Background: an optimization exercise with open tools, aiming at small area, a short achievable clock period and few clock cycles. Do not read the settings as production practice.
Function was checked by simulation only, so behaviour that the tests miss may differ from the original.
Power is estimated from default activity; no workload was simulated.

==> flow/design.v <==
module alu #(parameter WORD_W = 8)
            (input logic clock, n_reset, load_REG, ALU_REG, ALU_add, ALU_sub, ALU_xor,
             input logic [WORD_W-1:0] Adata,
             output logic [WORD_W-1:0] Wdata,
             output logic z_flag);
always_comb
  if (Wdata == 0)
    z_flag = 1'b1;
  else
    z_flag = 1'b0;
always_ff @(posedge clock, negedge n_reset)
  begin
  if (!n_reset)
    Wdata <= 0;
  else
    if (load_REG)
      if (ALU_REG)
        begin
        if (ALU_add)
          Wdata <= Wdata + Adata;
        else if (ALU_sub)
          Wdata <= Wdata - Adata;
        else if (ALU_xor)
          Wdata <= Wdata ^ Adata;
        end
      else
        Wdata <= Adata;
  end
endmodule
module buffer #(parameter WORD_W = 8, OP_W = 3)
               (output logic [WORD_W-1:0] Sdata, 
                input logic [WORD_W-1:0] switches,
                input logic clock);
always_ff @(posedge clock)
  Sdata <= switches;
endmodule
module decoder #(parameter OP_W = 3)
                  (input logic clock, n_reset, z_flag,
                   input logic [OP_W-1:0] op,
                   output logic load_REG, load_PC, load_IR,  ALU_REG, 
                                ALU_add, ALU_sub, ALU_xor, INC_PC, WE, IMM, IND);
enum logic {fetch, execute} Present_State, Next_State;
always_ff @(posedge clock, negedge n_reset)
  begin: seq
    if (!n_reset)
      Present_State <= fetch;
    else
      Present_State <= Next_State;
    end
always_comb
  begin: com
  load_REG = 1'b0;
  load_IR = 1'b0;
  ALU_REG = 1'b0;
  ALU_add = 1'b0;
  ALU_sub = 1'b0;
  ALU_xor = 1'b0;
  INC_PC = 1'b0;
  load_PC = 1'b0;
  IND = 1'b0;
  WE = 1'b0;
  IMM = 1'b0;
  unique case (Present_State)
    fetch:  begin
      load_IR = 1'b1;
      Next_State = execute;
    end
    execute: begin
      load_PC = 1'b1;
      INC_PC = 1'b1;
      unique case (op)
      3'b001: begin
              WE = 1'b1;
              end
      3'b000:  begin
              load_REG = 1'b1;
              end
      3'b100:   begin
              if (z_flag == 1'b0)
                INC_PC = 1'b0;
              end    
      3'b010:   begin
              load_REG = 1'b1;
              ALU_REG = 1'b1;
              ALU_add = 1'b1;
              end    
      3'b011:   begin
              load_REG = 1'b1;
              ALU_REG = 1'b1;
              ALU_sub = 1'b1;
              end 
      3'b101:  begin
              IMM = 1'b1;
              load_REG = 1'b1;
              end
      3'b110:   begin
              load_REG = 1'b1;
              ALU_REG = 1'b1;
              ALU_xor = 1'b1;
              end  
      3'b111: begin
              load_REG = 1'b1;
              IND = 1'b1;
              end
      default:; 
      endcase
      Next_State = fetch;
      end
  endcase
  end
endmodule
module dmem #(parameter WORD_W = 8, OP_W = 3)
               (output logic [WORD_W-1:0] Mdata, Ndata,
                output logic [WORD_W-1:0] digits,
                input logic [WORD_W-1:0] Wdata,
                input logic [WORD_W-1:0] switches,
                input logic [WORD_W-OP_W-1:0] Raddress, Naddress,
                input logic [WORD_W-OP_W-1:0] Waddress,
                input logic WE, clock);
localparam N = 2**(WORD_W-OP_W);
logic [WORD_W-1:0] mem [0:N-1];
always_ff @(posedge clock)
  if (WE)
    for (int i = 0; i <= 30; i++)
      if ((i == 0 || i >= 9) && Waddress == i)
        mem[i] <= Wdata;
assign digits = mem[30];
logic [WORD_W-1:0] word [0:N-1];
always_comb
  for (int i = 0; i < N; i++)
    case (i)
      1: word[i] = 8'd15;
      2: word[i] = 8'd9;
      3: word[i] = 8'd25;
      4: word[i] = 8'd20;
      5: word[i] = 8'd13;
      6: word[i] = 8'd13;
      7: word[i] = 8'd22;
      8: word[i] = 8'd11;
      31: word[i] = switches;
      default: word[i] = mem[i];
    endcase
always_comb
  begin
  Mdata = '0;
  Ndata = '0;
  for (int i = 0; i < N; i++)
    begin
    Mdata = Mdata | ({WORD_W{Raddress == i}} & word[i]);
    Ndata = Ndata | ({WORD_W{Naddress == i}} & word[i]);
    end
  end
endmodule
module ir  #(parameter WORD_W = 8, OP_W = 3)
             (input logic clock, n_reset, load_IR,
              input logic[WORD_W-1:0] Idata,
              output logic [WORD_W-OP_W-1:0] operand,
              output logic [OP_W-1:0] op);
logic  [WORD_W-1:0] instr_reg;
always_comb
  {op, operand} = instr_reg;
always_ff @(posedge clock, negedge n_reset)
  begin
  if (!n_reset)
    instr_reg <= 0;
  else
    if (load_IR)
      instr_reg <= Idata;
  end
endmodule
module pc #(parameter WORD_W = 8, OP_W = 3)
               (input logic clock, n_reset, INC_PC, load_PC,
                input logic [WORD_W-OP_W-1:0] branchaddr,
                output logic [WORD_W-OP_W-1:0] Iaddress);
always_ff @(posedge clock, negedge n_reset)
  begin
  if (!n_reset)
    Iaddress <= 0;
  else
    if (load_PC)
      if (INC_PC)
        Iaddress <= Iaddress + 1;
      else
        Iaddress <= branchaddr;
  end
endmodule
module register #(parameter WORD_W = 8, OP_W = 3)
                (output logic [WORD_W-1:0] digits,
                input logic [WORD_W-1:0] Wdata,
                input logic WE, clock);
always_ff @(posedge clock)
  begin
  if (WE) 
    digits <= Wdata;
  end
endmodule
module sevenseg(output logic [6:0] seg, 
                input logic [3:0] digit);
always_comb
  unique case (digit)
    4'b0000 : seg = 7'b1000000;
    4'b0001 : seg = 7'b1111001;
    4'b0010 : seg = 7'b0100100;
    4'b0011 : seg = 7'b0110000;
    4'b0100 : seg = 7'b0011001;
    4'b0101 : seg = 7'b0010010;
    4'b0110 : seg = 7'b0000010;
    4'b0111 : seg = 7'b1111000;
    4'b1000 : seg = 7'b0000000;
    4'b1001 : seg = 7'b0010000;
    4'b1010 : seg = 7'b0001000;
    4'b1011 : seg = 7'b0000011;
    4'b1100 : seg = 7'b1000110;
    4'b1101 : seg = 7'b0100001;
    4'b1110 : seg = 7'b0000110;
    4'b1111 : seg = 7'b0001110;
    default : seg = 7'b1111111;
  endcase
endmodule
module cpu3 #(parameter WORD_W = 8, OP_W = 3)
             (input logic clock, n_reset,
              input logic [WORD_W-1:0] switches,
              input logic [WORD_W-1:0] Idata,
              output logic [WORD_W-OP_W-1:0] Iaddress,
              output logic [6:0] disp0, disp1);
localparam A_W = WORD_W - OP_W;
logic do_load, do_loadr, do_store, do_add, do_sub, do_xor, do_loadi;
logic [A_W-1:0]    Daddress;
logic [WORD_W-1:0] Mreg;
logic [WORD_W-1:0] A, A_next, Mdata, Ndata, digits, sum, b, x, k;
logic [WORD_W:0]   g0, p0, g1, p1, g2, p2, g3;
logic [OP_W-1:0]   fop;
logic [A_W-1:0]    fadr;
logic              z_next, taken, keep, fwd, stall;
dmem #(.WORD_W(WORD_W), .OP_W(OP_W)) dmem0
  (.Mdata(Mdata), .Ndata(Ndata), .digits(digits), .Wdata(A), .switches(switches),
   .Raddress(fadr), .Naddress(A[A_W-1:0]), .Waddress(Daddress), .WE(do_store),
   .clock(clock));
assign b = Mreg ^ {WORD_W{do_sub}};
assign g0 = {A & b, do_sub};
assign p0 = {A | b, 1'b0};
assign g1 = {g0[WORD_W:1] | (p0[WORD_W:1] & g0[WORD_W-1:0]), g0[0]};
assign p1 = {p0[WORD_W:1] & p0[WORD_W-1:0], p0[0]};
assign g2 = {g1[WORD_W:2] | (p1[WORD_W:2] & g1[WORD_W-2:0]), g1[1:0]};
assign p2 = {p1[WORD_W:2] & p1[WORD_W-2:0], p1[1:0]};
assign g3 = {g2[WORD_W:4] | (p2[WORD_W:4] & g2[WORD_W-4:0]), g2[3:0]};
assign sum = x ^ g3[WORD_W-1:0];
assign keep = !(do_load || do_loadr || do_add || do_sub || do_xor || do_loadi);
assign A_next = ({WORD_W{do_load}} & Mreg)
              | ({WORD_W{do_loadr}} & Ndata)
              | ({WORD_W{do_add || do_sub}} & sum)
              | ({WORD_W{do_xor}} & x)
              | ({WORD_W{do_loadi}} & {{OP_W{1'b0}}, Daddress})
              | ({WORD_W{keep}} & A);
assign x = A ^ b;
assign k = {A[WORD_W-2:0] | b[WORD_W-2:0], do_sub};
always_comb
  if (do_add || do_sub)
    z_next = (x == k);
  else if (do_xor)
    z_next = (x == 0);
  else if (do_load)
    z_next = (Mreg == 0);
  else if (do_loadi)
    z_next = (Daddress == 0);
  else
    z_next = (A == 0);
always_ff @(posedge clock, negedge n_reset)
  if (!n_reset)
    A <= '0;
  else
    A <= A_next;
assign fop = Idata[WORD_W-1:A_W];
assign fadr = Idata[A_W-1:0];
assign stall = (fop == 3'b100) && do_loadr;
assign taken = (fop == 3'b100) && !z_next;
assign fwd = do_store && (Daddress == fadr) && (fadr == 0 || (fadr >= 9 && fadr <= 30));
always_ff @(posedge clock, negedge n_reset)
  if (!n_reset)
    begin
    Iaddress <= '0;
    do_load  <= 1'b0;
    do_loadr <= 1'b0;
    do_store <= 1'b0;
    do_add   <= 1'b0;
    do_sub   <= 1'b0;
    do_xor   <= 1'b0;
    do_loadi <= 1'b0;
    end
  else
    begin
    if (!stall)
      Iaddress <= taken ? fadr : Iaddress + 1'b1;
    do_load  <= (fop == 3'b000);
    do_loadr <= (fop == 3'b111);
    do_store <= (fop == 3'b001);
    do_add   <= (fop == 3'b010);
    do_sub   <= (fop == 3'b011);
    do_xor   <= (fop == 3'b110);
    do_loadi <= (fop == 3'b101);
    end
always_ff @(posedge clock)
  begin
  Daddress <= fadr;
  Mreg <= fwd ? A : Mdata;
  end
sevenseg d0 (.digit(digits[3:0]), .seg(disp0));
sevenseg d1 (.digit(digits[7:4]), .seg(disp1));
endmodule
==> flow/run.sh <==
#!/bin/bash
# synth_recipe.tcl (not shown) runs the flow's synth.tcl, then flattens the netlist and writes it again
# the make line also repeats each setting of config.mk as NAME=value (left out here)
make -C /OpenROAD-flow-scripts/flow DESIGN_CONFIG=/design/flow/config.mk WORK_HOME=/design/flow/orfs CLKGATE_MAP_FILE= SYNTH_SCRIPT=/design/flow/synth_recipe.tcl finish
==> flow/config.mk <==
export PLATFORM = sky130hd
export DESIGN_NAME = cpu3
export DESIGN_NICKNAME = cpu3
export VERILOG_FILES = /design/flow/design.v
export SDC_FILE = /design/flow/constraint.sdc
export NUM_CORES = 4
export LEC_CHECK = 0
export ABC_AREA = 1
export CAP_MARGIN = 20
export CORE_MARGIN = 2
export CORE_UTILIZATION = 60
export CTS_BUF_LIST = sky130_fd_sc_hd__clkbuf_8
export CTS_CLUSTER_DIAMETER = 50
export CTS_CLUSTER_SIZE = 16
export PLACE_DENSITY = 0.7
export SETUP_SLACK_MARGIN = 3.7
export SLEW_MARGIN = 20
==> flow/constraint.sdc <==
create_clock -name core_clock -period 6.0 [get_ports {clock}]
set_input_delay 1.2000 -clock core_clock [delete_from_list [all_inputs] [get_ports {clock}]]
set_output_delay 1.2000 -clock core_clock [all_outputs]
set_load 0.01 [all_outputs]
==> results of run 1 <==
worst paths after layout:
path	cells after the start	endpoint	slack [ns]
worst min-delay path	3	Iaddress[4]	0.61
max in group asynchronous	1	do_sub	4.06
worst min register to register	3	Iaddress[4]	0.61
worst max-delay path	12	Iaddress[2]	3.60
worst max register to register	12	Iaddress[2]	3.60
min in group asynchronous	1	A[3]	1.19
repair_timing:
action	4_1_cts	5_1_grt
setup endpoints to repair	53	39
resized for setup	182	112
pin swaps	7	24
setup buffers	18	31
gates cloned	1	1
worst max-delay path, stage by stage, from the launching register on:
cell	delay, ns
dfrtp_4	0.58
buf_8	0.18
nor2_1	0.55
a21oi_1	0.15
nand2_1	0.11
nor2_1	0.06
nand3_1	0.09
nor2_2	0.06
nor2_4	0.20
nand2_4	0.10
nand2_2	0.10
nand3_2	0.09
nand2_1	0.08
routing by layer:
layer	share of wire [%]	track usage, %	vias to the layer above	wire (um)
met2	41	67.26	1275	20870
met1	34	60.99	5529	17470
li1	-	-	4981	-
met5	0.076	0	-	39
met3	16	15.78	368	7981
met4	9.5	28.64	6	4864
sequential cells by signal (all words and copies together) (netlist names):
name       flops
A              8
Daddress       5
Iaddress       5
Mreg           8
disp0          7
disp1          7
dmem0.mem    184
do_add         1
do_load        1
do_loadi       1
do_loadr       1
do_store       1
do_sub         1
do_xor         1
power by group:
group,switching [W],total (W),internal (W)
combinational,0.00150,0.00219,0.000682
sequential,0.0000919,0.00207,0.00198
clock,0.000716,0.00127,0.000557
total,0.00231,0.00553,0.00322
final cells by class:
class	count	area share, %
well taps	265	2.280
inverters	175	4.706
multi-input cells	992	37.14
flip-flops and latches	231	45.30
repair buffers	99	6.040
clock inverters	23	1.772
clock buffers	29	2.745
diodes	1	0.01721
cell usage in the layout (no fill, tap or decap), types with 8 or more instances in the layout:
master	synthesis	routed
nand4_1	38	38
o2111ai_1	10	9
nand2_1	459	430
o211ai_1	11	11
a21oi_1	34	28
nand3_2	1	10
nor3_4	0	8
inv_1	168	155
nor3_1	19	16
buf_4	1	51
ha_1	27	22
edfxtp_1	184	184
o22ai_1	21	20
clkbuf_8	0	29
dfrtp_1	20	14
nor2_2	6	16
inv_2	7	18
o2bb2ai_1	9	9
nor2_4	1	16
nand3_1	68	56
buf_2	9	20
nand2_2	4	26
clkdlybuf4s50_1	0	12
dfxtp_1	27	22
nor2_1	163	138
o21ai_0	49	42
kinds of logic after synthesis:
family,after synthesis
compound gates,168
xor+xnor,12
buf+inv,188
fa+ha+maj,27
simple gates,785
flops,231
stage by stage:
stage | power, W | utilization [%] | hold WS (ns) | instance area, um^2 | worst slack [ns]
final | 0.005530 | 73.99 | 0.6077 | 14540 | 3.598
after global routing | 0.005638 | 73.98 | 0.6485 | 14540 | 3.541
after CTS | 0.005028 | 70.65 | 0.5980 | 13880 | 3.635
after detailed placement | 0.003636 | 65.44 | 0.5226 | 12860 | 2.205
after global placement | 0.003612 | 65.36 | 0.5123 | 12850 | 2.196
after floorplan | 0.002961 | - | 0.5056 | 12150 | 3.696
==> results.txt, run 1 <==
Status - timing/DRC/antenna clean
Clock H-tree levels - 1
Min cycle time layout - 2.402 ns
Post-Synth Simple-Gate Area - 27.22%
Number of CTS-inserted buffers - 28
Vias - 12,159
Routed wire length per instance - 28.22 um
Setup TNS - 0 ns
Die height - 146.0 um
Synth Cell Area - 12,100 um^2
Initial antenna violation count - 4
Largest net degree at the start of global routing - 31
CTS tree - done
Max-slew headroom - 30.07%
Slew Limit Fails - 0
Post-Syn Nets - 1,456
Worst vdd ir - 0.0003000 V
Worst Hold Class - flip-flop to flip-flop
Top cells by area, synth - edfxtp_1 (46%), nand2_1 (14%), inv_1 (5.2%)
Nature of the critical path endpoint - flip-flop
Area of the multi-input gates - 5401 um^2
GP Congestion - 1.200
Cells after Synth - 1,411
Full die area - 21,320 um^2
GR Util All Layers - 46.59%
Synth Area in Compound Gates - 8.893%
FMAX - 416.3 MHz
Post-synthesis xor/xnor area fraction - 0.8686%
Multiplexer share of the synthesized area - 0%
First-pass GRT wire length - 71,670 um
Port buffer count - 36
RSZ-0062 raised after global routing - yes
Leakage - 6.115 nW
Max-Cap Viols - 0
Post-Layout Cell Count - 1,815
Die W - 146.0 um
# DRC - 0
Post-synth top cells - nand2_1 (459), edfxtp_1 (184), inv_1 (168), nor2_1 (163), nand3_1 (68)
DRT Pass-1 Iters - 9
Min-delay src - Iaddress[4]
Area share of the largest cell type after synthesis - 45.66%
Worst-path maximum fanout - 7
Final HPWL DP - 36,340 um
Post-synth EDFFs - 184
Row count - 51
Worst-path clk slew - 0.09 ns
Nets - 1,572
Post-synth cell types - 45
Critical R2R Launch - do_sub
Most common cell in the synthesized netlist - nand2_1
Antenna-violating nets left - 0
PD cells - 380.3 nW/um^2
Num Clock Sinks - 231
Largest family of logic cells by synthesized area - simple AND/OR/NAND/NOR gates
Adder-cell share of the synthesized area - 2.792%
Primary FF master, synth - edfxtp_1
Crit path arrival time - 2.93 ns
Core ar. - 19,650 um^2
Hold buffer count at CTS - 0
Vias in the first global route - 10,984
Initial Utilization - 61.57%
Synth-to-Final Area Change - 20.18%
Syn Area/Cell - 8.576 um^2
Final-layout fill cell count - 1,431
Final Cycle Share - 40.03%
Placed cells - 1,711
Grt ovf - 0
Share of layout cells above drive strength 1 - 19.24%
Clock Skew - 0.06291 ns
CP Launch Type - flip-flop
Synthesis warning total - 5
Crit. Startpoint - do_sub
Num ports - 37
Clk buf depth - 3
Seq/Total Area, Yosys - 54.27%
Detail-routed via count per cell - 6.699
Worst skew pair latency - 0.63 ns
DR iter-0 viols - 2,077
Endpoints failing setup - 0
Final hold violation count - 0
WL final - 51,230 um
Synth area leader - edfxtp_1
CP Class - flip-flop to flip-flop
Synth Register Bits - 231
FF/Latch Area - 6588 um^2
Clk root buf - clkbuf_8
Required time of the critical path - 6.52 ns
Slew @ Worst Pin - 1.046 ns
Async set or reset register ratio after synthesis - 8.658%
Testbench counts, summed over its fixed seeds: cycles 80,948.
==> inputs of run 2 (changes only) <==
==> flow/flow/run.sh (new file) <==
#!/bin/bash
# Layout flow: the standard flow (standard.sh, unchanged synthesis and
# steps), except that the ports are buffered with sky130_fd_sc_hd__buf_4
# cells instead of the delay buffer that buffer_ports picks on its own.
# The make output goes to standard.log; ORFS keeps each step's log under
# orfs/logs/.
set -euo pipefail
export BUFFER_PORTS_ARGS="-buffer_cell sky130_fd_sc_hd__buf_4"
bash standard.sh > standard.log 2>&1
==> flow/standard.sh (new file) <==
#!/bin/bash
# synth_recipe.tcl (not shown) runs the flow's synth.tcl, then flattens the netlist and writes it again
# the make line also repeats each setting of config.mk as NAME=value (left out here)
make -C /OpenROAD-flow-scripts/flow DESIGN_CONFIG=/design/flow/config.mk WORK_HOME=/design/flow/orfs CLKGATE_MAP_FILE= SYNTH_SCRIPT=/design/flow/synth_recipe.tcl "${@:-finish}"
removed: flow/run.sh
==> run 2 against run 1 <==
Still clean on timing, DRC and antenna. Non-clock buffer count up 22. Via count increased by 2.1%. Clock-buffer cell count shrank 4. Die area stayed put. Combinational power grew 4%. Global-route usage is 0.88 points higher. Power decreased by 0.93%. Cell count grew 0.72%.
==> results.txt, run 2 <==
Num Clock Sinks - 231 (unchanged)
Clock Skew - 0.05248 ns (-0.01043 ns)
Placed Area - 12,790 um^2 (-0.58%)
PD cells - 372.8 nW/um^2 (-2.0%)
Endpoints failing setup - 0 (unchanged)
Area share of the largest cell type after synthesis - 45.66% (unchanged)
Routed wire length per instance - 29.57 um (+4.8%)
Max-slew headroom - 28.68% (-1.4 points)
Final Cycle Share - 41.41% (+1.4 points)
Full die area - 21,320 um^2 (unchanged)
Slew Limit Fails - 0 (unchanged)
Core ar. - 19,650 um^2 (unchanged)
FF/Latch Area - 6584 um^2 (about the same)
Clk root buf - clkbuf_8
Slew @ Worst Pin - 1.066 ns (+0.02013 ns)
Synth area leader - edfxtp_1
Reg with most FFs - dmem0.mem
Largest regs - dmem0.mem (184), A (8), Mreg (8)
Commonest non-fill, non-tap cells in the layout - nand2_1 (432), edfxtp_1 (184), inv_1 (144), nor2_1 (139), buf_4 (95)
Primary FF master, synth - edfxtp_1
Post-synth top cells - nand2_1 (459), edfxtp_1 (184), inv_1 (168), nor2_1 (163), nand3_1 (68)
FMAX - 402.5 MHz (-3.3%)
DRT Pass-1 Iters - 12 (+3)
Die height - 146.0 um (unchanged)
Synth Cell Area - 12,100 um^2 (unchanged)
Most common cell in the synthesized netlist - nand2_1
Final-layout fill cell count - 1,395 (-2.5%)
Synth-to-Final Area Change - 21.45%
CP Launch Type - flip-flop
Post-synth cell types - 45 (unchanged)
Worst skew pair latency - 0.61 ns (-0.02 ns)
Fin area - 14,700 um^2 (+1.0%)
Num ports - 37 (unchanged)
Cells after Synth - 1,411 (unchanged)
Vias in the first global route - 11,188 (+1.9%)
Top cells by area, synth - edfxtp_1 (46%), nand2_1 (14%), inv_1 (5.2%)
Largest register FFs - 184 (unchanged)
Number of CTS-inserted buffers - 25 (-11%)
Area of the multi-input gates - 5378 um^2 (-0.44%)
Synthesis warning total - 5 (unchanged)
Grt ovf - 0 (unchanged)
Vias - 12,412 (+2.1%)
Final hold violation count - 0 (unchanged)
Async set or reset register ratio after synthesis - 8.658% (unchanged)
Syn Area/Cell - 8.576 um^2 (unchanged)
Initial antenna violation count - 1 (-3)
Initial Utilization - 61.57% (unchanged)
Largest net degree at the start of global routing - 31 (unchanged)
Worst vdd ir - 0.0002713 V (-9.6%)
First-pass GRT wire length - 73,010 um (+1.9%)
GR Util All Layers - 47.47% (+0.88 points)
CTS tree - done
Seq/Total Area, Yosys - 54.27% (unchanged)
Worst-path maximum fanout - 5 (-2)
Worst reg-to-reg path cell count - 12 (unchanged)
Die W - 146.0 um (unchanged)
Row count - 51 (unchanged)
Final HPWL DP - 37,230 um (+2.4%)
Fin util - 74.77% (+0.78 points)
RSZ-0062 raised after global routing - yes
# DRC - 0 (unchanged)
Hold buffer count at CTS - 0 (unchanged)
Max-Cap Viols - 0 (unchanged)
Port buffer count - 36 (unchanged)
Power Total - 0.005478 W (-0.93%)
Min cycle time layout - 2.485 ns (+0.08255 ns)
Required time of the critical path - 6.42 ns (-0.10 ns)
GP Congestion - 1.179 (-1.8%)
Synth Register Bits - 231 (unchanged)
Worst Hold Class - input pin to async pin
Detail-routed via count per cell - 6.790 (+1.4%)
Share of layout cells above drive strength 1 - 20.61% (+1.4 points)
Status - timing/DRC/antenna clean
Nets - 1,591 (+1.2%)
Antenna-violating nets left - 0 (unchanged)
Clk buf depth - 3 (unchanged)
WL final - 54,060 um (+5.5%)
Post-synth EDFFs - 184 (unchanged)
CP Class - flip-flop to flip-flop
Setup TNS - 0 ns (unchanged)
Leakage - 6.184 nW (+1.1%)
Worst-path clk slew - 0.09 ns (about the same)
DR iter-0 viols - 2,326 (+12%)
Nature of the critical path endpoint - flip-flop
Post-Syn Nets - 1,456 (unchanged)
Clock H-tree levels - 1 (unchanged)
Most common cell after layout, fill and taps aside - nand2_1
Crit path arrival time - 2.90 ns (-0.03 ns)
-- run 2: cell types whose count changed in the layout (fill, tap and decap cells not counted), moves of 4 or more --
cell / before / now
buf_4: 51 / 95
inv_1: 155 / 144
a21oi_1: 28 / 32
buf_2: 20 / 0
a21oi_2: 6 / 2
buf_6: 2 / 11
nand2_2: 26 / 20
nor2_4: 16 / 12
buf_12: 5 / 10
clkbuf_8: 29 / 25
clkdlybuf4s50_1: 12 / 0
-- run 2: path summary, 6_finish.rpt --
| check | startpoint | to | slack, ns |
|---|---|---|---|
| min reg2reg | Iaddress[4] | Iaddress[4] | 0.56 |
| max in group asynchronous | n_reset | A[1] | 5.23 |
| min in group core_clock | Iaddress[4] | Iaddress[4] | 0.56 |
| min | n_reset | A[3] | 0.50 |
| max reg2reg | do_sub | A[5] | 3.52 |
| max | do_sub | A[5] | 3.52 |
-- run 2: metrics by stage --
step                hold WS [ns]  instances  worst slack, ns
global placement          0.5243       1714            2.855
floorplan                 0.5056       1411            3.696
finish                    0.5019       1828            3.515
CTS                       0.4925       1773            3.604
global route              0.5004       1827            3.475
detailed placement        0.5236       1714            2.843
-- run 2: per-layer routing --
layer  GRT usage (%)  part of all wire [%]  vias to the layer above  routed length [um]
li1                -                     -                     5027                   -
met1           62.76                    33                     5670               17640
met2           70.33                    41                     1317               22140
met3           12.41                    17                      398                9068
met4           29.71                   9.6                        0                5212
met5               0                     0                        -                   0
-- run 2: cell families after synthesis --
family	Yosys count	synth area share, %
fa+ha+maj	27	2.792
xor+xnor	12	0.8686
buf+inv	188	5.966
simple gates	785	27.22
flops	231	54.27
compound gates	168	8.893
-- run 2: cell type report --
cell class                      instances  area share, %
Clock buffer                           25          2.341
Antenna cell                            1        0.01703
Clock inverter                         18          1.337
Inverter                              175          4.794
Sequential cell                       231          44.80
Timing Repair Buffer                  121          7.859
Tap cell                              265          2.256
Multi-Input combinational cell        992          36.59
-- run 2: what timing repair did --
item / 4_1_cts / 5_1_grt
setup buffers: 16 / 51
gates resized for setup: 77 / 121
setup endpoints to repair: 39 / 36
gates cloned: 0 / 3
pin swaps: 3 / 36
-- run 2: power by group --
group          internal [W]  switching [W]
clock              0.000478       0.000656
combinational      0.000725        0.00155
sequential          0.00198      0.0000898
-- run 2: critical path: stages (launching register included) --
cell and delay (ns):
dfrtp_2 0.49, buf_4 0.20, xnor2_2 0.20, inv_1 0.08, ha_1 0.18, inv_1 0.13
nor2_1 0.06, nor2_1 0.26, o311ai_0 0.24, nor2_1 0.17, nor2_1 0.05, nand2_1 0.13
nand3_1 0.14
==> inputs of run 3 (changes only) <==
--- a/flow/design.v
+++ b/flow/design.v
@@ -244,7 +244,7 @@
 assign g2 = {g1[WORD_W:2] | (p1[WORD_W:2] & g1[WORD_W-2:0]), g1[1:0]};
 assign p2 = {p1[WORD_W:2] & p1[WORD_W-2:0], p1[1:0]};
 assign g3 = {g2[WORD_W:4] | (p2[WORD_W:4] & g2[WORD_W-4:0]), g2[3:0]};
-assign sum = x ^ g3[WORD_W-1:0];
+assign sum = A ^ b ^ g3[WORD_W-1:0];
 assign keep = !(do_load || do_loadr || do_add || do_sub || do_xor || do_loadi);
 assign A_next = ({WORD_W{do_load}} & Mreg)
               | ({WORD_W{do_loadr}} & Ndata)
@@ -252,12 +252,12 @@
               | ({WORD_W{do_xor}} & x)
               | ({WORD_W{do_loadi}} & {{OP_W{1'b0}}, Daddress})
               | ({WORD_W{keep}} & A);
-assign x = A ^ b;
-assign k = {A[WORD_W-2:0] | b[WORD_W-2:0], do_sub};
+assign x = A ^ Mreg;
+assign k = {A[WORD_W-2:0] | Mreg[WORD_W-2:0], 1'b0};
 always_comb
-  if (do_add || do_sub)
+  if (do_add)
     z_next = (x == k);
-  else if (do_xor)
+  else if (do_sub || do_xor)
     z_next = (x == 0);
   else if (do_load)
     z_next = (Mreg == 0);
==> flow/run.sh (new file) <==
#!/bin/bash
# synth_recipe.tcl (not shown) runs the flow's synth.tcl, then flattens the netlist and writes it again
# the make line also repeats each setting of config.mk as NAME=value (left out here)
make -C /OpenROAD-flow-scripts/flow DESIGN_CONFIG=/design/flow/config.mk WORK_HOME=/design/flow/orfs CLKGATE_MAP_FILE= SYNTH_SCRIPT=/design/flow/synth_recipe.tcl finish
removed: flow/flow/run.sh
removed: flow/standard.sh
==> run 3 against run 2 <==
Still clean on timing, DRC and antenna. First-iteration DRC count decreased by 9.9%. Core utilization shrank 2.2 points. Critical endpoint is now Iaddress[4]. Die area is 0.40% higher. Synthesized cell count shrank 1.3%.
==> results.txt, run 3 <==
Reg with most FFs - dmem0.mem
Final-layout fill cell count - 1,552 (+11%)
Worst skew pair latency - 0.61 ns (about the same)
DR iter-0 viols - 2,096 (-9.9%)
Clk root buf - clkbuf_8
Num ports - 37 (unchanged)
Worst reg-to-reg path cell count - 13 (+1)
Post-synth top cells - nand2_1 (441), edfxtp_1 (184), inv_1 (181), nor2_1 (116), nand3_1 (63)
Placed Area - 12,930 um^2 (+1.1%)
Nets - 1,574 (-1.1%)
First-pass GRT wire length - 73,550 um (+0.75%)
Row count - 52 (+2.0%)
Grt ovf - 0 (unchanged)
Final HPWL DP - 38,560 um (+3.6%)
Post-Syn Nets - 1,442 (-0.96%)
Syn Area/Cell - 8.729 um^2 (+1.8%)
Number of CTS-inserted buffers - 26 (+4.0%)
Top sig layer - met5
Share of layout cells above drive strength 1 - 19.35% (-1.3 points)
Clk buf depth - 3 (unchanged)
Worst vdd ir - 0.0002383 V (-12%)
Synth area leader - edfxtp_1
Nature of the critical path endpoint - primary output
Synthesis warning total - 5 (unchanged)
Die height - 146.3 um (+0.20%)
Routed wire length per instance - 29.72 um (+0.51%)
GR Util All Layers - 48.59% (+1.1 points)
Fin area - 14,540 um^2 (-1.1%)
Post-synth EDFFs - 184 (unchanged)
Port buffer count - 36 (unchanged)
Hold slack - 0.6327 ns (+0.1308 ns)
Final Cycle Share - 39.35% (-2.1 points)
Cells after Synth - 1,392 (-1.3%)
Synth Cell Area - 12,150 um^2 (+0.41%)
Commonest non-fill, non-tap cells in the layout - nand2_1 (411), edfxtp_1 (184), inv_1 (163), nor2_1 (102), buf_4 (67)
Pre-CTS setup slack - 1.949 ns (-0.8945 ns)
RSZ-0062 raised after global routing - yes
Crit-path slowest cell - dfrtp_1
Slowest stage delay, CP - 0.41 ns (-0.08 ns)
Async set or reset register ratio after synthesis - 8.658% (unchanged)
# DRC - 0 (unchanged)
Min cycle time layout - 2.361 ns (-0.1237 ns)
FMAX - 423.6 MHz (+5.2%)
WL final - 53,800 um (-0.48%)
Area of the multi-input gates - 5276 um^2 (-1.9%)
DRT Pass-1 Iters - 12 (unchanged)
Core ar. - 20,040 um^2 (+2.0%)
GP Congestion - 1.230 (+4.4%)
Antenna-violating nets left - 0 (unchanged)
Die W - 146.3 um (+0.20%)
Slew Limit Fails - 0 (unchanged)
R2r endpoint - A[2]
CTS tree - done
Clock Skew - 0.02592 ns (-0.02656 ns)
Slew @ Worst Pin - 1.198 ns (+0.1324 ns)
Crit path arrival time - 1.16 ns (-1.74 ns)
Largest net degree at the start of global routing - 31 (unchanged)
Worst-path clk slew - 0.09 ns (about the same)
Most common cell in the synthesized netlist - nand2_1
PD cells - 366.5 nW/um^2 (-1.7%)
Setup TNS - 0 ns (unchanged)
Num Clock Sinks - 231 (unchanged)
Clock H-tree levels - 1 (unchanged)
Initial Utilization - 60.63% (-0.93 points)
Initial antenna violation count - 2 (+1)
Area share of the largest cell type after synthesis - 45.47% (-0.19 points)
Vias - 12,134 (-2.2%)
Vias in the first global route - 10,888 (-2.7%)
Hold endpoint - A[1]
Worst path buffer plus inverter count - 1 (-2)
Leakage - 5.962 nW (-3.6%)
Critical R2R Launch - A[0]
Seq/Total Area, Yosys - 54.04% (-0.22 points)
Full die area - 21,410 um^2 (+0.40%)
Worst setup margin - 3.639 ns (+0.1237 ns)
M1 WL - 17,790 um (+0.83%)
Largest register FFs - 184 (unchanged)
Status - timing/DRC/antenna clean
CP Launch Type - flip-flop
Largest regs - dmem0.mem (184), A (8), Mreg (8)
Met2 Wirelength - 22,390 um (+1.1%)
Synth-to-Final Area Change - 19.64%
Most common cell after layout, fill and taps aside - nand2_1
Diode count - 0 (-1)
WL met3 - 8106 um (-11%)
Synth Register Bits - 231 (unchanged)
Hold buffer count at CTS - 0 (unchanged)
Detail-routed via count per cell - 6.704 (-1.3%)
Endpoints failing setup - 0 (unchanged)
Required time of the critical path - 4.80 ns (-1.62 ns)
CP Class - flip-flop to primary output
FF/Latch Area - 6584 um^2 (unchanged)
Worst-path maximum fanout - 2 (-3)
Primary FF master, synth - edfxtp_1
Max-Cap Viols - 0 (unchanged)
Min-delay src - Daddress[1]
Top cells by area, synth - edfxtp_1 (45%), nand2_1 (14%), inv_1 (5.6%)
Worst Hold Class - flip-flop to flip-flop
Post-synth cell types - 49 (+8.9%)
Crit. Startpoint - Iaddress[4]
Worst path cell trace - buf_2
Hold Path Cell Cnt - 2
Max-slew headroom - 19.83% (-8.9 points)
R2R setup slack - 3.64 ns (+0.12 ns)
Cell family with most CP delay - flip-flops
Final hold violation count - 0 (unchanged)
-- run 3: cell count changes in the layout (fill, tap and decap cells not counted), moves of 12 or more --
| cell | delta |
|---|---|
| buf_2 | +18 |
| buf_4 | -28 |
| clkdlybuf4s50_1 | +12 |
| inv_1 | +19 |
| nand2_1 | -21 |
| nor2_1 | -37 |
| nor2_4 | +13 |
-- run 3: logic make-up (layout without fill, tap and decap cells) --
family	count (synthesis)	count (layout)	share of synthesized area [%]
xor gates and xnor gates	13	13	0.9371
AOI/OAI and AO/OA	171	171	9.093
adders and majority gates	32	32	3.295
buffers and inverters	202	349	6.436
and+or+nand+nor	743	744	26.20
DFF	231	231	54.04
-- run 3: report_power, final --
part           leakage, nW  internal (W)  switching (W)
Sequential            2.13       0.00198      0.0000842
Clock                0.286      0.000464       0.000675
Combinational         3.54      0.000674        0.00145
Total                 5.96       0.00312        0.00221
-- run 3: cell type report --
| type | count | area share (%) |
|---|---|---|
| timing repair buffer | 114 | 7.006 |
| multi-input combinational | 960 | 36.30 |
| inverter | 190 | 5.216 |
| clock buffer | 27 | 2.556 |
| clock inverter | 17 | 1.274 |
| tap | 270 | 2.324 |
| timing repair inverter | 1 | 0.03443 |
| sequential | 231 | 45.29 |
-- run 3: metal layers --
layer  vias to the layer above  global-route usage [%]
met5                         -                       0
met1                      5571                   61.34
met4                         2                   34.32
met3                       373                   14.78
li1                       4978                       -
met2                      1210                   71.77
-- run 3: timing repair --
action                                  4_1_cts  5_1_grt
setup buffers                                29       32
endpoints found under the setup margin       54       48
gates cloned                                  1        2
pin swaps                                     9       22
endpoints found under the hold margin         0        0
gates resized for setup                     186       79
-- run 3: how the worst max path moves through the flow --
stage	to	cells past startpoint	slack (ns)
6_report	Iaddress[4]	1	3.64
5_1_grt	Iaddress[4]	1	3.62
4_1_cts	Mreg[3]	13	3.62
3_5_place_dp	Mreg[3]	12	1.95
3_3_place_gp	Mreg[3]	12	2.01
2_1_floorplan	Mreg[1]	10	3.71
-- run 3: metrics by stage --
step                instances  power, W  utilization, %
floorplan                1392  0.002967               -
global placement         1700  0.003609           64.54
detailed placement       1700  0.003646           64.54
CTS                      1774  0.004944           69.63
global route             1810  0.005418           72.54
finish                   1810  0.005328           72.54
Testbench counts of run 3, summed over its fixed seeds: cycles 80,948.
==> inputs of run 4 (changes only) <==
--- a/flow/design.v
+++ b/flow/design.v
@@ -224,17 +224,19 @@
               output logic [WORD_W-OP_W-1:0] Iaddress,
               output logic [6:0] disp0, disp1);
 localparam A_W = WORD_W - OP_W;
-logic do_load, do_loadr, do_store, do_add, do_sub, do_xor, do_loadi;
+logic do_load, do_loadr, do_store, do_add, do_dbl, do_sub, do_xor, do_loadi,
+      do_keep;
 logic [A_W-1:0]    Daddress;
 logic [WORD_W-1:0] Mreg;
+logic [A_W-1:0]    Aaddr_n;
 logic [WORD_W-1:0] A, A_next, Mdata, Ndata, digits, sum, b, x, k;
 logic [WORD_W:0]   g0, p0, g1, p1, g2, p2, g3;
 logic [OP_W-1:0]   fop;
 logic [A_W-1:0]    fadr;
-logic              z_next, taken, keep, fwd, stall;
+logic              z_next, taken, fwd, stall;
 dmem #(.WORD_W(WORD_W), .OP_W(OP_W)) dmem0
   (.Mdata(Mdata), .Ndata(Ndata), .digits(digits), .Wdata(A), .switches(switches),
-   .Raddress(fadr), .Naddress(A[A_W-1:0]), .Waddress(Daddress), .WE(do_store),
+   .Raddress(fadr), .Naddress(~Aaddr_n), .Waddress(Daddress), .WE(do_store),
    .clock(clock));
 assign b = Mreg ^ {WORD_W{do_sub}};
 assign g0 = {A & b, do_sub};
@@ -245,14 +247,14 @@
 assign p2 = {p1[WORD_W:2] & p1[WORD_W-2:0], p1[1:0]};
 assign g3 = {g2[WORD_W:4] | (p2[WORD_W:4] & g2[WORD_W-4:0]), g2[3:0]};
 assign sum = A ^ b ^ g3[WORD_W-1:0];
-assign keep = !(do_load || do_loadr || do_add || do_sub || do_xor || do_loadi);
+assign x = A ^ Mreg;
 assign A_next = ({WORD_W{do_load}} & Mreg)
               | ({WORD_W{do_loadr}} & Ndata)
               | ({WORD_W{do_add || do_sub}} & sum)
+              | ({WORD_W{do_dbl}} & {A[WORD_W-2:0], 1'b0})
               | ({WORD_W{do_xor}} & x)
               | ({WORD_W{do_loadi}} & {{OP_W{1'b0}}, Daddress})
-              | ({WORD_W{keep}} & A);
-assign x = A ^ Mreg;
+              | ({WORD_W{do_keep}} & A);
 assign k = {A[WORD_W-2:0] | Mreg[WORD_W-2:0], 1'b0};
 always_comb
   if (do_add)
@@ -263,13 +265,23 @@
     z_next = (Mreg == 0);
   else if (do_loadi)
     z_next = (Daddress == 0);
-  else
+  else if (do_keep)
     z_next = (A == 0);
+  else if (do_dbl)
+    z_next = (A[WORD_W-2:0] == 0);
+  else
+    z_next = 1'b1;
 always_ff @(posedge clock, negedge n_reset)
   if (!n_reset)
+    begin
     A <= '0;
+    Aaddr_n <= '1;
+    end
   else
+    begin
     A <= A_next;
+    Aaddr_n <= ~A_next[A_W-1:0];
+    end
 assign fop = Idata[WORD_W-1:A_W];
 assign fadr = Idata[A_W-1:0];
 assign stall = (fop == 3'b100) && do_loadr;
@@ -283,26 +295,30 @@
     do_loadr <= 1'b0;
     do_store <= 1'b0;
     do_add   <= 1'b0;
+    do_dbl   <= 1'b0;
     do_sub   <= 1'b0;
     do_xor   <= 1'b0;
     do_loadi <= 1'b0;
+    do_keep  <= 1'b0;
     end
   else
     begin
     if (!stall)
       Iaddress <= taken ? fadr : Iaddress + 1'b1;
-    do_load  <= (fop == 3'b000);
+    do_load  <= (fop == 3'b000) && !fwd;
     do_loadr <= (fop == 3'b111);
     do_store <= (fop == 3'b001);
-    do_add   <= (fop == 3'b010);
-    do_sub   <= (fop == 3'b011);
-    do_xor   <= (fop == 3'b110);
+    do_add   <= (fop == 3'b010) && !fwd;
+    do_dbl   <= (fop == 3'b010) && fwd;
+    do_sub   <= (fop == 3'b011) && !fwd;
+    do_xor   <= (fop == 3'b110) && !fwd;
     do_loadi <= (fop == 3'b101);
+    do_keep  <= (fop == 3'b001) || (fop == 3'b100) || ((fop == 3'b000) && fwd);
     end
 always_ff @(posedge clock)
   begin
   Daddress <= fadr;
-  Mreg <= fwd ? A : Mdata;
+  Mreg <= Mdata;
   end
 sevenseg d0 (.digit(digits[3:0]), .seg(disp0));
 sevenseg d1 (.digit(digits[7:4]), .seg(disp1));
==> run 4 against run 3 <==
Core utilization decreased by 2.0 points. Highest routed layer unchanged. Sequential share of layout area increased by 2.0 points. Die area increased by 1.7%. Area after synthesis increased by 1.7%. Largest cell class unchanged. Via count decreased by 3.8%.
==> results.txt, run 4 <==
Status - timing/DRC/antenna clean
Min cycle time layout - 2.363 ns (+0.002030 ns)
Vias - 11,674 (-3.8%)
Worst vdd ir - 0.0003856 V (+62%)
PD cells - 373.4 nW/um^2 (+1.9%)
Num Clock Sinks - 238 (+3.0%)
Grt ovf - 0 (unchanged)
FMAX - 423.2 MHz (about the same)
Placed Area - 13,060 um^2 (+1.0%)
Post-synth top cells - nand2_1 (487), edfxtp_1 (184), inv_1 (154), nor2_1 (123), nand3_1 (67)
Synth area leader - edfxtp_1
Post-Syn Nets - 1,458 (+1.1%)
CP Launch Type - flip-flop
GR Util All Layers - 45.51% (-3.1 points)
Final-layout fill cell count - 1,520 (-2.1%)
Synth-to-Final Area Change - 15.54%
Clock H-tree levels - 1 (unchanged)
Worst skew pair latency - 0.62 ns (about the same)
Commonest non-fill, non-tap cells in the layout - nand2_1 (469), edfxtp_1 (184), inv_1 (143), nor2_1 (111), nand3_1 (60)
Post-synth cell types - 50 (+2.0%)
Crit path arrival time - 1.16 ns (about the same)
GP Congestion - 1.218 (-1.0%)
Most common cell in the synthesized netlist - nand2_1
Met2 Wirelength - 19,540 um (-13%)
Worst Hold Class - flip-flop to flip-flop
Die W - 147.5 um (+0.83%)
Diode count - 0 (unchanged)
Port buffer count - 36 (unchanged)
Post-synth EDFFs - 184 (unchanged)
DRT Pass-1 Iters - 7 (-5)
Seq/Total Area, Yosys - 54.60% (+0.56 points)
Largest register FFs - 184 (unchanged)
M1 WL - 18,170 um (+2.2%)
Final hold violation count - 0 (unchanged)
Required time of the critical path - 4.80 ns (about the same)
Largest regs - dmem0.mem (184), A (8), Mreg (8)
Clk buf depth - 3 (unchanged)
Setup TNS - 0 ns (unchanged)
Synth Cell Area - 12,360 um^2 (+1.7%)
Reg with most FFs - dmem0.mem
Worst path cell trace - buf_2
Top cells by area, synth - edfxtp_1 (45%), nand2_1 (15%), inv_1 (4.7%)
Clk root buf - clkbuf_8
Routed wire length per instance - 27.58 um (-7.2%)
Worst path buffer plus inverter count - 1 (unchanged)
Most common cell after layout, fill and taps aside - nand2_1
Syn Area/Cell - 8.777 um^2 (+0.55%)
Nature of the critical path endpoint - primary output
# DRC - 0 (unchanged)
Vias in the first global route - 10,511 (-3.5%)
Fin area - 14,280 um^2 (-1.8%)
Die height - 147.5 um (+0.83%)
Cell family with most CP delay - flip-flops
Num ports - 37 (unchanged)
Antenna-violating nets left - 0 (unchanged)
First-pass GRT wire length - 70,710 um (-3.9%)
Hold buffer count at CTS - 0 (unchanged)
Row count - 52 (unchanged)
Clock Skew - 0.02190 ns (-0.004010 ns)
Leakage - 5.987 nW (+0.42%)
Top sig layer - met5
Area share of the largest cell type after synthesis - 44.71% (-0.76 points)
Slew @ Worst Pin - 1.352 ns (+0.1534 ns)
Max-slew headroom - 9.406% (-10 points)
Synthesis warning total - 5 (unchanged)
CP Class - flip-flop to primary output
Slowest stage delay, CP - 0.41 ns (about the same)
CTS tree - done
Share of layout cells above drive strength 1 - 16.79% (-2.6 points)
Cells after Synth - 1,408 (+1.1%)
Core ar. - 20,230 um^2 (+0.97%)
WL met3 - 8018 um (-1.1%)
Slew Limit Fails - 0 (unchanged)
WL final - 49,510 um (-8.0%)
RSZ-0062 raised after global routing - yes
Crit-path slowest cell - dfrtp_1
Primary FF master, synth - edfxtp_1
Hold slack - 0.5761 ns (-0.05665 ns)
Worst-path maximum fanout - 2 (unchanged)
Number of CTS-inserted buffers - 30 (+15%)
Final HPWL DP - 36,180 um (-6.2%)
Initial antenna violation count - 1 (-1)
Async set or reset register ratio after synthesis - 11.34% (+2.7 points)
Initial Utilization - 61.07% (+0.44 points)
Max-Cap Viols - 0 (unchanged)
Full die area - 21,760 um^2 (+1.7%)
Detail-routed via count per cell - 6.504 (-3.0%)
Nets - 1,553 (-1.3%)
Worst-path clk slew - 0.08 ns (about the same)
Largest net degree at the start of global routing - 30 (-3.2%)
DR iter-0 viols - 2,128 (+1.5%)
Final Cycle Share - 39.38% (about the same)
Endpoints failing setup - 0 (unchanged)
Synth Register Bits - 238 (+3.0%)
[run 4: worst paths after layout]
kind | cells after the start | end | slack, ns | from
min in group asynchronous | 2 | A[0] | 0.97 | n_reset
max | 1 | Iaddress[0] | 3.64 | Iaddress[0]
max in group asynchronous | 2 | do_sub | 4.74 | n_reset
min | 2 | Mreg[4] | 0.58 | dmem0.mem[21][4]
max reg2reg | 11 | A[1] | 3.67 | Aaddr_n[2]
min reg2reg | 2 | Mreg[4] | 0.58 | dmem0.mem[21][4]
[run 4: cells by family (layout without fill, tap and decap cells)]
family                   Yosys count  after routing  synth area share (%)
adder cells (fa/ha/maj)           32             32                 3.240
buffers and inverters            190            307                 5.963
AND/OR/NAND/NOR                  785            785                 27.27
XOR/XNOR                          13             13                0.9213
flip-flops                       238            238                 54.60
AO/OA/AOI/OAI                    150            150                 8.008
[run 4: layout make-up]
type | count | area [um^2] | area share, %
clock buffers | 32 | 440.4 | 3.084
clock inverters | 22 | 285.3 | 1.998
inverters | 178 | 688.2 | 4.819
multi-input cells | 980 | 5172 | 36.23
flip-flops and latches | 238 | 6759 | 47.34
well taps | 270 | 337.8 | 2.366
repair buffers | 75 | 595.6 | 4.171
[run 4: per-stage QoR]
| step | utilization [%] | setup slack (ns) | total power, W | cells |
|---|---|---|---|---|
| 2_1_floorplan | - | 3.742 | 0.003042 | 1408 |
| 3_3_place_gp | 64.56 | 2.164 | 0.003656 | 1711 |
| 3_5_place_dp | 64.56 | 2.088 | 0.003686 | 1711 |
| 4_1_cts | 68.78 | 3.634 | 0.005086 | 1779 |
| 5_1_grt | 70.57 | 3.625 | 0.005477 | 1795 |
| 6_report | 70.57 | 3.637 | 0.005331 | 1795 |
[run 4: report_power, final]
| group | internal [W] | total (W) | switching [W] |
|---|---|---|---|
| registers | 0.00204 | 0.00214 | 0.0000977 |
| logic | 0.000498 | 0.00179 | 0.00129 |
| clock network | 0.000644 | 0.00140 | 0.000758 |
| total | 0.00318 | 0.00533 | 0.00215 |
[run 4: routing by layer]
metal	vias to the layer above	global-route usage [%]
met1	5321	65.13
li1	4915	-
met3	251	14.35
met2	1183	63.23
met4	4	21.25
met5	-	2.500
[run 4: repair_timing]
action	in CTS	in global routing
pin swaps	3	14
setup endpoints to repair	60	45
setup buffers	14	16
gates resized for setup	129	72
Testbench counts of run 4, summed over its fixed seeds: cycles 80,948.
==> inputs of run 5 (changes only) <==
--- a/flow/config.mk
+++ b/flow/config.mk
@@ -13,5 +13,5 @@
 export CTS_CLUSTER_DIAMETER = 50
 export CTS_CLUSTER_SIZE = 16
 export PLACE_DENSITY = 0.7
-export SETUP_SLACK_MARGIN = 3.7
+export SETUP_SLACK_MARGIN = 3.8
 export SLEW_MARGIN = 20
==> run 5 against run 4 <==
Sequential power is essentially flat. First-iteration DRC count grew 1.9%. Core utilization grew 1.4 points. Synthesized cell count is the same. Power grew 0.84%. Critical path type unchanged. Clock-buffer cell count shrank 5. Critical endpoint unchanged. Non-clock buffer count grew 11. Still clean on timing, DRC and antenna. Largest cell class unchanged. Wire length grew 4.2%.
==> results.txt, run 5 <==
Status - timing/DRC/antenna clean
Worst path cell trace - buf_2
Seq/Total Area, Yosys - 54.60% (unchanged)
Clk buf depth - 3 (unchanged)
Worst-path clk slew - 0.09 ns (about the same)
PD cells - 369.4 nW/um^2 (-1.1%)
Crit path depth - 1 (unchanged)
Vias - 12,119 (+3.8%)
Required time of the critical path - 4.80 ns (about the same)
Crit path arrival time - 1.14 ns (-0.02 ns)
CP Class - flip-flop to primary output
Syn Area/Cell - 8.777 um^2 (unchanged)
Die W - 147.5 um (unchanged)
Area share of the largest cell type after synthesis - 44.71% (unchanged)
Post-Syn Nets - 1,458 (unchanged)
Power Total - 0.005376 W (+0.84%)
Endpoints failing setup - 0 (unchanged)
Final Cycle Share - 39.05% (-0.33 points)
Synth-to-Final Area Change - 17.78%
Slew Limit Fails - 0 (unchanged)
Worst path buffer plus inverter count - 1 (unchanged)
Most common cell after layout, fill and taps aside - nand2_1
Primary FF master, synth - edfxtp_1
Share of layout cells above drive strength 1 - 19.69% (+2.9 points)
Synth area leader - edfxtp_1
Worst Hold Class - flip-flop to flip-flop
Num ports - 37 (unchanged)
Clk root buf - clkbuf_8
Async set or reset register ratio after synthesis - 11.34% (unchanged)
DRT Pass-1 Iters - 10 (+3)
FMAX - 426.8 MHz (+0.86%)
Number of CTS-inserted buffers - 27 (-10%)
DR iter-0 viols - 2,169 (+1.9%)
Reg with most FFs - dmem0.mem
Commonest non-fill, non-tap cells in the layout - nand2_1 (457), edfxtp_1 (184), inv_1 (134), nor2_1 (109), nand3_1 (60)
Routed wire length per instance - 28.65 um (+3.9%)
Antenna-violating nets left - 0 (unchanged)
Setup TNS - 0 ns (unchanged)
Hold Path Cell Cnt - 4 (+2)
Worst vdd ir - 0.0005300 V (+37%)
Fin util - 71.93% (+1.4 points)
Num Clock Sinks - 238 (unchanged)
Core ar. - 20,230 um^2 (unchanged)
Largest net degree at the start of global routing - 29 (-3.3%)
Top cells by area, synth - edfxtp_1 (45%), nand2_1 (15%), inv_1 (4.7%)
CTS tree - done
Final hold violation count - 0 (unchanged)
Cell family with most CP delay - flip-flops
Post-synth EDFFs - 184 (unchanged)
First-pass GRT wire length - 70,440 um (-0.38%)
Max-slew headroom - 16.96% (+7.6 points)
Nets - 1,561 (+0.52%)
Port buffer count - 36 (unchanged)
Most common cell in the synthesized netlist - nand2_1
Worst setup margin - 3.657 ns (+0.02007 ns)
Clock Skew - 0.03264 ns (+0.01074 ns)
Grt ovf - 0 (unchanged)
Worst-path maximum fanout - 2 (unchanged)
Min cycle time layout - 2.343 ns (-0.02007 ns)
Crit-path slowest cell - dfrtp_1
Clock H-tree levels - 1 (unchanged)
Hold buffer count at CTS - 0 (unchanged)
Synth Register Bits - 238 (unchanged)
Initial Utilization - 61.07% (unchanged)
Synthesis warning total - 5 (unchanged)
Slew @ Worst Pin - 1.239 ns (-0.1127 ns)
Leakage - 6.079 nW (+1.5%)
Largest register FFs - 184 (unchanged)
GR Util All Layers - 45.39% (-0.12 points)
Die height - 147.5 um (unchanged)
Largest regs - dmem0.mem (184), A (8), Mreg (8)
WL final - 51,570 um (+4.2%)
Post-synth cell types - 50 (unchanged)
Row count - 52 (unchanged)
Final HPWL DP - 36,560 um (+1.1%)
Worst skew pair latency - 0.61 ns (about the same)
Worst reg-to-reg path cell count - 12 (+1)
Vias in the first global route - 10,570 (+0.56%)
Cells after Synth - 1,408 (unchanged)
Slowest stage delay, CP - 0.41 ns (about the same)
GP Congestion - 1.192 (-2.1%)
Hold slack - 0.6131 ns (+0.03700 ns)
RSZ-0062 raised after global routing - yes
CP Launch Type - flip-flop
Full die area - 21,760 um^2 (unchanged)
Initial antenna violation count - 1 (unchanged)
Detail-routed via count per cell - 6.733 (+3.5%)
Nature of the critical path endpoint - primary output
Max-Cap Viols - 0 (unchanged)
Post-synth top cells - nand2_1 (487), edfxtp_1 (184), inv_1 (154), nor2_1 (123), nand3_1 (67)
Pre-CTS setup slack - 1.975 ns (-0.1126 ns)
# DRC - 0 (unchanged)
Synth Cell Area - 12,360 um^2 (unchanged)
run 5: cell counts after synthesis:
Identical to the previous run, type by type.
run 5: path summary, 6_finish.rpt:
path                             startpoint  slack [ns]          end
max                             Iaddress[0]        3.66  Iaddress[0]
min                        dmem0.mem[11][5]        0.61      Mreg[5]
max reg2reg                      Aaddr_n[2]        3.72   Aaddr_n[4]
min reg2reg                dmem0.mem[11][5]        0.61      Mreg[5]
max in group asynchronous           n_reset        4.70       do_sub
min in group asynchronous           n_reset        0.97         A[2]
run 5: cell families after synthesis:
group / after synthesis / synth area share (%)
buf+inv: 190 / 5.963
xor+xnor: 13 / 0.9213
flops: 238 / 54.60
simple gates: 785 / 27.27
compound gates: 150 / 8.008
fa+ha+maj: 32 / 3.240
run 5: cell type report:
class                      instances  area (um^2)
antenna                            1        2.502
sequential                       238         6768
fill                            1465         5679
tap                              270        337.8
inverter                         178        686.9
clock inverter                    20        270.3
clock buffer                      27        371.6
multi-input combinational        980         5310
timing repair buffer              86        808.3
run 5: layer usage:
layer  share of wire [%]  global-route usage, %  wire length (um)
met1                  35                  63.24             18100
met2                  39                  62.02             19960
met3                  17                  16.67              8881
met4                 8.9                  23.56              4577
met5               0.087                  2.500                45
run 5: power breakdown:
part           internal [W]  total [W]  switching (W)
Combinational      0.000573    0.00193        0.00135
Clock              0.000598    0.00131       0.000709
Sequential          0.00204    0.00214      0.0000992
run 5: per-stage QoR:
stage | cells | instance area (um^2)
3_5_place_dp | 1711 | 13080
6_report | 1800 | 14560
5_1_grt | 1799 | 14550
3_3_place_gp | 1711 | 13080
2_1_floorplan | 1408 | 12380
4_1_cts | 1773 | 13990
run 5: repair_timing:
item / in CTS / in global routing
setup buffers: 15 / 24
cloned: 0 / 2
setup endpoints to repair: 65 / 58
gates resized for setup: 177 / 83
pin swaps: 13 / 29
==> inputs of run 6 (changes only) <==
--- a/flow/design.v
+++ b/flow/design.v
@@ -228,7 +228,7 @@
       do_keep;
 logic [A_W-1:0]    Daddress;
 logic [WORD_W-1:0] Mreg;
-logic [A_W-1:0]    Aaddr_n;
+logic [A_W-1:0]    Aaddr;
 logic [WORD_W-1:0] A, A_next, Mdata, Ndata, digits, sum, b, x, k;
 logic [WORD_W:0]   g0, p0, g1, p1, g2, p2, g3;
 logic [OP_W-1:0]   fop;
@@ -236,7 +236,7 @@
 logic              z_next, taken, fwd, stall;
 dmem #(.WORD_W(WORD_W), .OP_W(OP_W)) dmem0
   (.Mdata(Mdata), .Ndata(Ndata), .digits(digits), .Wdata(A), .switches(switches),
-   .Raddress(fadr), .Naddress(~Aaddr_n), .Waddress(Daddress), .WE(do_store),
+   .Raddress(fadr), .Naddress(Aaddr), .Waddress(Daddress), .WE(do_store),
    .clock(clock));
 assign b = Mreg ^ {WORD_W{do_sub}};
 assign g0 = {A & b, do_sub};
@@ -273,15 +273,11 @@
     z_next = 1'b1;
 always_ff @(posedge clock, negedge n_reset)
   if (!n_reset)
-    begin
     A <= '0;
-    Aaddr_n <= '1;
-    end
   else
-    begin
     A <= A_next;
-    Aaddr_n <= ~A_next[A_W-1:0];
-    end
+always_ff @(posedge clock)
+  Aaddr <= A_next[A_W-1:0];
 assign fop = Idata[WORD_W-1:A_W];
 assign fadr = Idata[A_W-1:0];
 assign stall = (fop == 3'b100) && do_loadr;
==> run 6 against run 5 <==
Critical path depth stayed put. Non-clock buffer count is 11 higher. Critical path type unchanged. Largest power group unchanged. Register-to-register slack worse by 0.10 ns. Wire length is 12% higher. Clock-buffer cell count stayed put. Clock power hardly changed. Combinational power is 3% higher. Critical endpoint is now Iaddress[4]. Highest routed layer unchanged. Still clean.
==> results.txt, run 6 <==
Status - timing/DRC/antenna clean
Most common cell after layout, fill and taps aside - nand2_1
WL met3 - 10,700 um (+21%)
CP Launch Type - flip-flop
Sw frac - 41.32% (+1.1 points)
DRT Pass-1 Iters - 17 (+7)
Multiplexer share of the synthesized area - 0% (unchanged)
First-pass GRT wire length - 78,560 um (+12%)
Largest register FFs - 184 (unchanged)
Routed wire length per instance - 32.49 um (+13%)
Area share of the largest cell type after synthesis - 45.15% (+0.44 points)
Combinational group share of total power - 36.5% (+0.6 points)
FMAX - 418.0 MHz (-2.1%)
Die W - 146.8 um (-0.47%)
P_sw - 0.002251 W (+4.1%)
Slew @ Worst Pin - 1.243 ns (+0.004339 ns)
Placed cells - 1,675 (-2.1%)
Clk root buf - clkbuf_8
Detail-routed via count per cell - 7.043 (+4.6%)
Row count - 52 (unchanged)
Synth Area in Compound Gates - 11.49% (+3.5 points)
Worst skew pair latency - 0.62 ns (about the same)
Leakage - 6.169 nW (+1.5%)
Full die area - 21,550 um^2 (-0.95%)
Final hold violation count - 0 (unchanged)
Antenna-violating nets left - 0 (unchanged)
Worst-path maximum fanout - 3 (+1)
Initial antenna violation count - 2 (+1)
Die height - 146.8 um (-0.47%)
Max-Cap Viols - 0 (unchanged)
Crit-path slowest cell - dfrtp_1
Synth Cell Area - 12,240 um^2 (-0.97%)
Nets - 1,539 (-1.4%)
Most common cell in the synthesized netlist - nand2_1
Post-Synth Simple-Gate Area - 22.27% (-5.0 points)
Worst path buffer plus inverter count - 1 (unchanged)
# DRC - 0 (unchanged)
R2R setup slack - 3.62 ns (-0.10 ns)
Post-synthesis xor/xnor area fraction - 0.8588% (-0.063 points)
Primary FF master, synth - edfxtp_1
CP Class - flip-flop to primary output
Vias in the first global route - 11,403 (+7.9%)
Total internal power - 0.003196 W (-0.52%)
Post-synth EDFFs - 184 (unchanged)
Top sig layer - met5
Vias - 12,537 (+3.4%)
Seq/Total Area, Yosys - 54.88% (+0.28 points)
Num Clock Sinks - 238 (unchanged)
Number of CTS-inserted buffers - 26 (-3.7%)
Largest family of logic cells by synthesized area - simple AND/OR/NAND/NOR gates
Final HPWL DP - 39,500 um (+8.0%)
Clock H-tree levels - 1 (unchanged)
DR iter-0 viols - 2,877 (+33%)
PD cells - 372.8 nW/um^2 (+0.92%)
Setup TNS - 0 ns (unchanged)
Post-synth top cells - nand2_1 (376), inv_1 (202), edfxtp_1 (184), nor2_1 (139), nand3_1 (60)
Async set or reset register ratio after synthesis - 9.244% (-2.1 points)
Pre-CTS setup slack - 1.909 ns (-0.06601 ns)
GP Congestion - 1.150 (-3.5%)
Synth Register Bits - 238 (unchanged)
Num ports - 37 (unchanged)
Final Cycle Share - 39.87% (+0.83 points)
Share of layout cells above drive strength 1 - 19.95% (+0.26 points)
Grt ovf - 0 (unchanged)
Endpoints failing setup - 0 (unchanged)
Worst-path clk slew - 0.11 ns (+0.02 ns)
Flop pwr share - 39.4% (-0.4 points)
Post-Layout Cell Count - 1,780 (-1.1%)
Clock Power Share - 24.1% (-0.2 points)
CTS tree - done
GR Util All Layers - 51.49% (+6.1 points)
Clock Skew - 0.03910 ns (+0.006454 ns)
Met2 Wirelength - 22,850 um (+14%)
Slowest stage delay, CP - 0.43 ns (+0.02 ns)
Adder-cell share of the synthesized area - 3.272% (+0.032 points)
Reg with most FFs - dmem0.mem
Cells after Synth - 1,373 (-2.5%)
Largest regs - dmem0.mem (184), A (8), Mreg (8)
Largest net degree at the start of global routing - 28 (-3.4%)
Power Total - 0.005447 W (+1.3%)
WL final - 57,840 um (+12%)
Commonest non-fill, non-tap cells in the layout - nand2_1 (348), inv_1 (189), edfxtp_1 (184), nor2_1 (119), buf_4 (54)
Synthesis warning total - 5 (unchanged)
Syn Area/Cell - 8.913 um^2 (+1.6%)
Worst path cell trace - buf_2
Nature of the critical path endpoint - primary output
Hold slack - 0.5569 ns (-0.05615 ns)
Min cycle time layout - 2.392 ns (+0.04950 ns)
Clk buf depth - 3 (unchanged)
Post-Syn Nets - 1,423 (-2.4%)
Required time of the critical path - 4.80 ns (about the same)
Worst vdd ir - 0.0003116 V (-41%)
Worst Hold Class - input pin to async pin
Core ar. - 20,100 um^2 (-0.64%)
Port buffer count - 36 (unchanged)
Post-synth cell types - 49 (-2.0%)
M1 WL - 19,350 um (+6.9%)
Synth area leader - edfxtp_1
Worst setup margin - 3.608 ns (-0.04950 ns)
Cell family with most CP delay - flip-flops
Crit path arrival time - 1.19 ns (+0.05 ns)
Initial Utilization - 60.87% (-0.20 points)
Max-slew headroom - 16.82% (-0.15 points)
Synth-to-Final Area Change - 19.41%
Top cells by area, synth - edfxtp_1 (45%), nand2_1 (12%), inv_1 (6.2%)
RSZ-0062 raised after global routing - yes
Slew Limit Fails - 0 (unchanged)
==> run 6: cell types whose count changed in the layout (fill, tap and decap cells not counted), moves of 11 or more <==
cell      change
buf_4        +14
inv_1        +55
inv_2        -12
nand2_1     -109
nor2_2       +11
o221ai_1     +11
o22ai_1      +36
==> run 6: cells by family after synthesis <==
| group | Yosys count |
|---|---|
| adder cells (fa/ha/maj) | 32 |
| flip-flops | 238 |
| AO/OA/AOI/OAI | 208 |
| XOR/XNOR | 12 |
| buffers and inverters | 231 |
| AND/OR/NAND/NOR | 652 |
==> run 6: power groups by stage <==
stage	sequential, W	combinational [W]	clock, W
final	0.00215	0.00199	0.00131
after global routing	0.00215	0.00201	0.00134
after CTS	0.00213	0.00163	0.00128
after detailed placement	0.00223	0.00141	0
after global placement	0.00223	0.00138	0
after floorplan	0.00224	0.000755	0
==> run 6: per-layer routing <==
layer / up-vias / GRT usage, %
met3: 422 / 19.69
met4: 4 / 28.25
met5: - / 0
met1: 5678 / 68.78
met2: 1533 / 72.72
li1: 4900 / -
==> run 6: timing repair <==
action / 4_1_cts / 5_1_grt
pin swaps: 8 / 19
endpoints found under the setup margin: 60 / 84
hold buffers: 0 / 0
cloned: 1 / 2
resized for setup: 191 / 101
setup buffers: 27 / 26
==> run 6: worst paths after layout <==
path	startpoint	to	cells past startpoint
max	Iaddress[4]	Iaddress[4]	1
min	n_reset	A[3]	1
max reg2reg	Aaddr[3]	A[7]	12
min reg2reg	Iaddress[4]	Iaddress[4]	2
max in group asynchronous	n_reset	A[5]	1
min in group core_clock	Iaddress[4]	Iaddress[4]	2
==> run 6: cell type report <==
cell class	count	area, um^2
clock buffers	27	371.6
diodes	1	2.502
well taps	270	337.8
fillers	1378	5492
flip-flops and latches	238	6751
inverters	221	855.8
clock inverters	21	254.0
multi-input cells	905	5180
repair buffers	97	859.6
==> run 6: through the flow <==
| stage | util (%) | area [um^2] |
|---|---|---|
| 6_report | 72.68 | 14610 |
| 3_5_place_dp | 64.35 | 12940 |
| 5_1_grt | 72.67 | 14610 |
| 2_1_floorplan | - | 12250 |
| 4_1_cts | 69.65 | 14000 |
| 3_3_place_gp | 64.35 | 12940 |
Testbench counts of run 6, summed over its fixed seeds: cycles 80,948.

[afterwards: timing with drivers on the ports]
The flow's constraints put no driver on any port. The routed layouts listed below were extracted and timed again, unchanged, in two steps. Step 1 sets driving cells, clkbuf_16 on the clock port and buf_2 on the other inputs (assumed; they add their load-dependent delay and slew). Step 2 moves the port delays by t, midway between the first and last clock arrival at a register: inputs arrive t later, outputs are due t later. That takes back most of the time a late clock gives input paths. Slacks: ideal ports / drivers / drivers and shift; pairs: ideal ports / drivers.
run	shift t [ns]	setup WS [ns]	worst setup path after step 2
run 1	0.640	3.598 / 3.598 / 3.049	input to register
run 2	0.634	3.515 / 3.515 / 2.978	input to register
run 3	0.641	3.639 / 3.593 / 3.053	input to register
run 4	0.660	3.637 / 3.589 / 3.067	input to register
run 5	0.639	3.657 / 3.610 / 3.172	input to register
run 6	0.650	3.608 / 3.561 / 3.042	input to register
After both steps setup and hold are still met in every run listed. The setup slack of run 3, which loses most, moves by -0.046 ns with the drivers and by -0.586 ns with both steps.
